This is an optimization exercise on Yosys and OpenROAD, whose aim is small area, not a production implementation. In this exercise RTL edits were held to simulation tests only and were not proved equivalent to the original. Power and IR drop assume default switching activity.

Setup of cedar:
## axis_fir_15
module axis_fir_15 #
    (
        parameter integer C_S00_AXIS_TDATA_WIDTH    = 64,
        parameter integer C_M00_AXIS_TDATA_WIDTH    = 64
    )
    (
        input wire  s00_axis_aclk, s00_axis_aresetn,
        input wire  s00_axis_tlast, s00_axis_tvalid,
        input wire [C_S00_AXIS_TDATA_WIDTH-1 : 0] s00_axis_tdata,
        input wire [(C_S00_AXIS_TDATA_WIDTH/8)-1: 0] s00_axis_tstrb,
        output logic  s00_axis_tready,
        input wire  m00_axis_aclk, m00_axis_aresetn,
        input wire  m00_axis_tready,
        output logic  m00_axis_tvalid, m00_axis_tlast,
        output logic [C_M00_AXIS_TDATA_WIDTH-1 : 0] m00_axis_tdata,
        output logic [(C_M00_AXIS_TDATA_WIDTH/8)-1: 0] m00_axis_tstrb
    );
Settings: LEC_CHECK=0, CAP_MARGIN=20, CORE_MARGIN=2, CORE_UTILIZATION=70, CTS_BUF_LIST=sky130_fd_sc_hd__clkbuf_8, CTS_CLUSTER_DIAMETER=60, CTS_CLUSTER_SIZE=16, GPL_TIMING_DRIVEN=0, SLEW_MARGIN=20, SYNTH_HIERARCHICAL=1; clock period 12.0 ns.
run.sh (not shown) runs the stock make flow with config.mk's settings and CLKGATE_MAP_FILE= SYNTH_SCRIPT=/design/flow/synth_recipe.tcl, a recipe that flattens the netlist after the stock synthesis.
cedar: done, clean on timing, DRC and antenna
[inputs] maple vs cedar
Settings: CORE_UTILIZATION now 60, was 70; CTS_CLUSTER_SIZE now 12, was 16; GPL_TIMING_DRIVEN no longer set, was 0; CTS_CLUSTER_DIAMETER now 50, was 60.
[maple vs cedar] detailed-route wire length: higher in maple. Highest-delay cell along the critical path: o311ai_1 -> cedar, nor2b_4 -> maple. Global-route wire length before repair ended up about 1% higher on maple than on cedar. maple: done, clean on timing, DRC and antenna. On clock network fraction of design power: between maple and cedar, it ends up lower for cedar. Between cedar and maple, the flow reports number of filler cells placed in the layout increasing by more than a quarter.
Input changes introduced in quartz (baseline for comparison: maple):
Settings: a change of CTS_CLUSTER_DIAMETER from 50 to 60; a change of CTS_CLUSTER_SIZE from 12 to 16.
Notes after the runs:
quartz finished all stages; the layout is clean. maple → quartz: worst relative slew slack decreased by 0.50 points relative to the old numbers, worst setup slack lost 37 ps, count of vias placed by the detailed router went down, combinational share of power up 0.8 points. Compared with maple, in quartz total net switching power now sits lower, routed wire length shrank by about 0.9%, layout overhead on the synthesized area fell 1.2 points.

========
Setup of job 5096:
Starting RTL as in the previous note.
## axis_fir_15
module axis_fir_15 #
    (
        parameter integer C_S00_AXIS_TDATA_WIDTH    = 64,
        parameter integer C_M00_AXIS_TDATA_WIDTH    = 64
    )
    (
        input wire  s00_axis_aclk, s00_axis_aresetn,
        input wire  s00_axis_tlast, s00_axis_tvalid,
        input wire [C_S00_AXIS_TDATA_WIDTH-1 : 0] s00_axis_tdata,
        input wire [(C_S00_AXIS_TDATA_WIDTH/8)-1: 0] s00_axis_tstrb,
        output logic  s00_axis_tready,
        input wire  m00_axis_aclk, m00_axis_aresetn,
        input wire  m00_axis_tready,
        output logic  m00_axis_tvalid, m00_axis_tlast,
        output logic [C_M00_AXIS_TDATA_WIDTH-1 : 0] m00_axis_tdata,
        output logic [(C_M00_AXIS_TDATA_WIDTH/8)-1: 0] m00_axis_tstrb
    );
==> flow/config.mk <==
export PLATFORM = sky130hd
export DESIGN_NAME = axis_fir_15
export DESIGN_NICKNAME = axis_fir_15
export VERILOG_FILES = /design/flow/design.v
export SDC_FILE = /design/flow/constraint.sdc
export NUM_CORES = 8
export LEC_CHECK = 0
export CAP_MARGIN = 20
export CORE_MARGIN = 2
export CORE_UTILIZATION = 60
export CTS_BUF_LIST = sky130_fd_sc_hd__clkbuf_8
export CTS_CLUSTER_DIAMETER = 60
export CTS_CLUSTER_SIZE = 16
export SLEW_MARGIN = 20
export SYNTH_HIERARCHICAL = 1
==> flow/constraint.sdc <==
create_clock -name core_clock -period 12.0 [get_ports {s00_axis_aclk}]
set_input_delay 2.4000 -clock core_clock [delete_from_list [all_inputs] [get_ports {s00_axis_aclk}]]
set_output_delay 2.4000 -clock core_clock [all_outputs]
set_load 0.01 [all_outputs]
standard.sh (not shown) runs the stock make flow with config.mk's settings and CLKGATE_MAP_FILE= SYNTH_SCRIPT=/design/flow/synth_recipe.tcl, a recipe that flattens the netlist after the stock synthesis.
==> flow/flow/run.sh <==
#!/bin/bash
set -euo pipefail
export BUFFER_PORTS_ARGS="-buffer_cell sky130_fd_sc_hd__buf_1"
export CTS_ARGS="-sink_clustering_enable -repair_clock_nets -buf_list sky130_fd_sc_hd__clkbuf_8 -sink_clustering_size 16 -sink_clustering_max_diameter 60 -dont_use_dummy_load"
bash standard.sh > standard.log 2>&1
Job 5096 did not stop at any stage, and its layout met the timing, DRC and antenna checks.
## Diff of input files: job 1822 against job 5096
==> flow/flow/run.sh <==
#!/bin/bash
set -euo pipefail
export BUFFER_PORTS_ARGS="-buffer_cell sky130_fd_sc_hd__buf_1"
export CTS_ARGS="-sink_clustering_enable -repair_clock_nets -buf_list sky130_fd_sc_hd__clkbuf_8 -sink_clustering_size 20 -sink_clustering_max_diameter 50 -dont_use_dummy_load"
bash standard.sh > standard.log 2>&1
### Flow results
Maximum frequency: job 1822 vs job 5096 — no meaningful difference
Job 5096 -> job 1822: overall fraction of global-route tracks in use flat
Diff job 5096 -> job 1822 | antenna cell count | increase of 1
From job 5096 to job 1822 the numbers moved as follows: utilization now larger; first-iteration DRC count now smaller; least setup slack across all paths after layout now smaller; time the final worst path needs with I/O delays and setup now larger.

[afterwards: timing with drivers on the ports]
Ports are ideal in the flow. The routed layouts listed here were re-timed in OpenROAD.
Step 1, drivers: a clkbuf_16 drives s00_axis_aclk and a buf_2 each remaining input, both assumed.
Step 2, shift: input delay + t, output delay - t, t = (earliest + latest rising clock arrival at the registers) / 2. This alone moves slack from input paths to output paths.
Slacks: ideal / step 1 / step 2; pairs: ideal / step 1.
run	t (ns)	setup WS [ns]	worst setup path at the end	slew at the worst register clock pin (ns)
cedar	1.123	1.192 / 1.192 / 1.192	register to register	0.11 / 0.11
maple	1.113	2.290 / 2.290 / 2.290	register to register	0.09 / 0.09
quartz	1.099	2.253 / 2.253 / 2.253	register to register	0.11 / 0.11
job 5096	1.044	2.187 / 2.187 / 2.187	register to register	0.11 / 0.11
job 1822	1.091	2.180 / 2.180 / 2.180	register to register	0.11 / 0.11
After both steps every run listed still meets setup and hold.
